Background: an optimization exercise with open tools, aiming at a short achievable clock period and few clock cycles. Do not read the settings as production practice.
In this exercise RTL edits were held to simulation tests only and were not proved equivalent to the original.
Power is estimated from default activity; no workload was simulated.

## riscvmulti
module riscvmulti(input  logic        clk, reset,
                  output logic        MemWrite,
                  output logic [31:0] Adr, WriteData,
                  input  logic [31:0] ReadData);
  localparam logic [6:0] OP_R = 7'b0110011, OP_I = 7'b0010011, OP_LW = 7'b0000011,
                         OP_SW = 7'b0100011, OP_BEQ = 7'b1100011, OP_JAL = 7'b1101111;
  localparam int NC = 16;    
  logic [11:2] fa;                  
  logic [31:0] adr_q;               
  logic        id_v;                
  logic [31:0] ir, id_pc;
  logic [31:0] pcn;                 
  logic [31:1] s1_oh, s2_oh;
  logic        b1_ex, b1_mm, b1_w, b2_ex, b2_mm, b2_w;
  logic        ex_v;                
  logic [31:0] ex_a, ex_b, ex_sd, ex_tgt;    
  logic [4:0]  ex_rd;
  logic        ex_wr, ex_sub, ex_and, ex_or, ex_slt, ex_ld, ex_st, ex_br, ex_jal, ex_ar;
  logic [31:0] ex_link;             
  logic        m_v;                 
  logic [31:0] m_adr;
  logic        mm_wr, mm_ld;        
  logic [4:0]  mm_rd;
  logic [31:0] mm_res;
  logic        w_v;                 
  logic [4:0]  w_rd;
  logic [31:0] w_d;
  logic [31:1][31:0] rf;
  logic [NC-1:0]       ic_v;
  logic [NC-1:0][11:6] ic_tag;
  logic [NC-1:0][31:0] ic_dat;
  logic          cs_hit, cf_hit, fa_seq, fa_same;
  logic [31:0]   cs_dat, cf_dat;
  logic [31:0] ex_sum, ex_res;
  ...
For scale: ~8100 cells after synthesis, ~2200 flip-flops, ~99 I/O pins, roughly 0.11 mm² of cells after synthesis.
export LEC_CHECK = 0
export ABC_CLOCK_PERIOD_IN_PS = 2500
export CAP_MARGIN = 20
export CORE_MARGIN = 2
export CORE_UTILIZATION = 30
export PLACE_DENSITY = 0.45
export SLEW_MARGIN = 20
create_clock -name core_clock -period 9.0 [get_ports {clk}]
standard.sh (not shown) runs the stock make flow with config.mk's settings and CLKGATE_MAP_FILE= SYNTH_SCRIPT=/design/flow/synth_recipe.tcl, a recipe that flattens the netlist after the stock synthesis.
==> flow/flow/run.sh <==
#!/bin/bash
set -euo pipefail
bash standard.sh SETUP_SLACK_MARGIN=6.5 finish > standard.log 2>&1
Testbench counts at the start, summed over its fixed seeds: cycles 45,481.
Rerun with:
--- a/flow/design.v
+++ b/flow/design.v
@@ -113,36 +113,26 @@
   assign c_hit  = (fa_seq & cs_hit) | (fa_same & cf_hit);
   assign fetch  = (~m_v | c_hit) & ~stall;
   assign fw     = ~m_v ? ReadData : fa_seq ? cs_dat : cf_dat;
   assign take   = fetch & ~ex_taken;                   
   logic [31:0] cw;
   logic        r_jal, r_jmp, c_jal, c_jmp;
   logic [11:2] r_tj, r_tb, c_tj, c_tb;
   assign cw     = fa_seq ? cs_dat : cf_dat;
   assign r_jal  = (ReadData[6:0] == OP_JAL);
   assign r_jmp  = r_jal | ((ReadData[6:0] == OP_BEQ) & (ReadData[19:15] == ReadData[24:20]));
-  logic        cs_jal, cs_jmp, cf_jal, cf_jmp;
-  logic [11:2] cs_tj, cs_tb, cf_tj, cf_tb;
-  assign cs_jal = (cs_dat[6:0] == OP_JAL);
-  assign cs_jmp = cs_jal | ((cs_dat[6:0] == OP_BEQ) & (cs_dat[19:15] == cs_dat[24:20]));
-  assign cf_jal = (cf_dat[6:0] == OP_JAL);
-  assign cf_jmp = cf_jal | ((cf_dat[6:0] == OP_BEQ) & (cf_dat[19:15] == cf_dat[24:20]));
-  assign cs_tj  = fa + {cs_dat[20], cs_dat[30:22]};
-  assign cs_tb  = fa + {cs_dat[7], cs_dat[30:25], cs_dat[11:9]};
-  assign cf_tj  = fa + {cf_dat[20], cf_dat[30:22]};
-  assign cf_tb  = fa + {cf_dat[7], cf_dat[30:25], cf_dat[11:9]};
-  assign c_jal  = fa_seq ? cs_jal : cf_jal;
-  assign c_jmp  = fa_seq ? cs_jmp : cf_jmp;
+  assign c_jal  = (cw[6:0] == OP_JAL);
+  assign c_jmp  = c_jal | ((cw[6:0] == OP_BEQ) & (cw[19:15] == cw[24:20]));
   assign r_tj   = fa + {ReadData[20], ReadData[30:22]};
   assign r_tb   = fa + {ReadData[7], ReadData[30:25], ReadData[11:9]};
-  assign c_tj   = ({10{fa_seq}} & cs_tj) | ({10{~fa_seq}} & cf_tj);
-  assign c_tb   = ({10{fa_seq}} & cs_tb) | ({10{~fa_seq}} & cf_tb);
+  assign c_tj   = fa + {cw[20], cw[30:22]};
+  assign c_tb   = fa + {cw[7], cw[30:25], cw[11:9]};
   assign f_jal  = m_v ? c_jal : r_jal;
   assign f_jmp  = m_v ? c_jmp : r_jmp;
   logic        tr, tc;
   logic [11:2] fa1, early_nx, late_nx, late_a;
   assign tr       = take & ~m_v;                       
   assign tc       = take & m_v;                        
   assign fa1      = fa + 10'd1;
   assign early_nx = ({10{ex_taken}} & ex_tgt[11:2]) |
                     ({10{tc & c_jal}} & c_tj) | ({10{tc & ~c_jal & c_jmp}} & c_tb) |
                     ({10{tc & ~c_jmp}} & fa1) | ({10{~take & ~ex_taken}} & fa);
After rerunning: The new run passed the timing, design-rule and antenna checks. Wire length came out lower by 1.4%. Worst setup slack got worse by 0.024 ns. Cell area came out higher by 0.39%. Sequential share of layout area came out lower by 0.16 points. Sequential cell count stays the same. Sequential power is about the same. Die area came out lower by 0.91%. Worst hold slack stays flat. Fmax came out lower by 0.70%. Total power came out higher by about 3%. Combinational power came out higher by about 8%. Core utilization came out higher by 0.56 points. Register-to-register slack got worse by 0.08 ns. Clock skew came out higher by 0.046 ns.
Testbench counts after the change, summed over its fixed seeds: cycles 45,481.

[what the ideal ports hide]
In the flow no input, the clock included, has a driving cell. The finished layouts below were timed again as built, in two steps.
Step 1: set_driving_cell puts a clkbuf_16 on clk and a buf_2 on each other input, an assumption about the parent block.
Step 2 times the ports against the registers' clock, not the clock port: input delays grow and output delays shrink by t, the midpoint of the rising clock arrivals with the driver on.
Slacks: ideal / step 1 / step 2; pairs: ideal / step 1.
run | t (ns) | setup slack, ns | clock arrival spread, ns | cell pins on the clock port's net
the first run | 1.010 | 5.553 / 5.448 / 4.776 | 0.091 / 0.091 | 1
the second run | 1.019 | 5.528 / 5.528 / 4.679 | 0.144 / 0.144 | 1
After both steps every run listed still meets setup and hold. The setup slack of the second run, which loses most, moves by 0.000 ns with the drivers and by -0.849 ns with both steps.
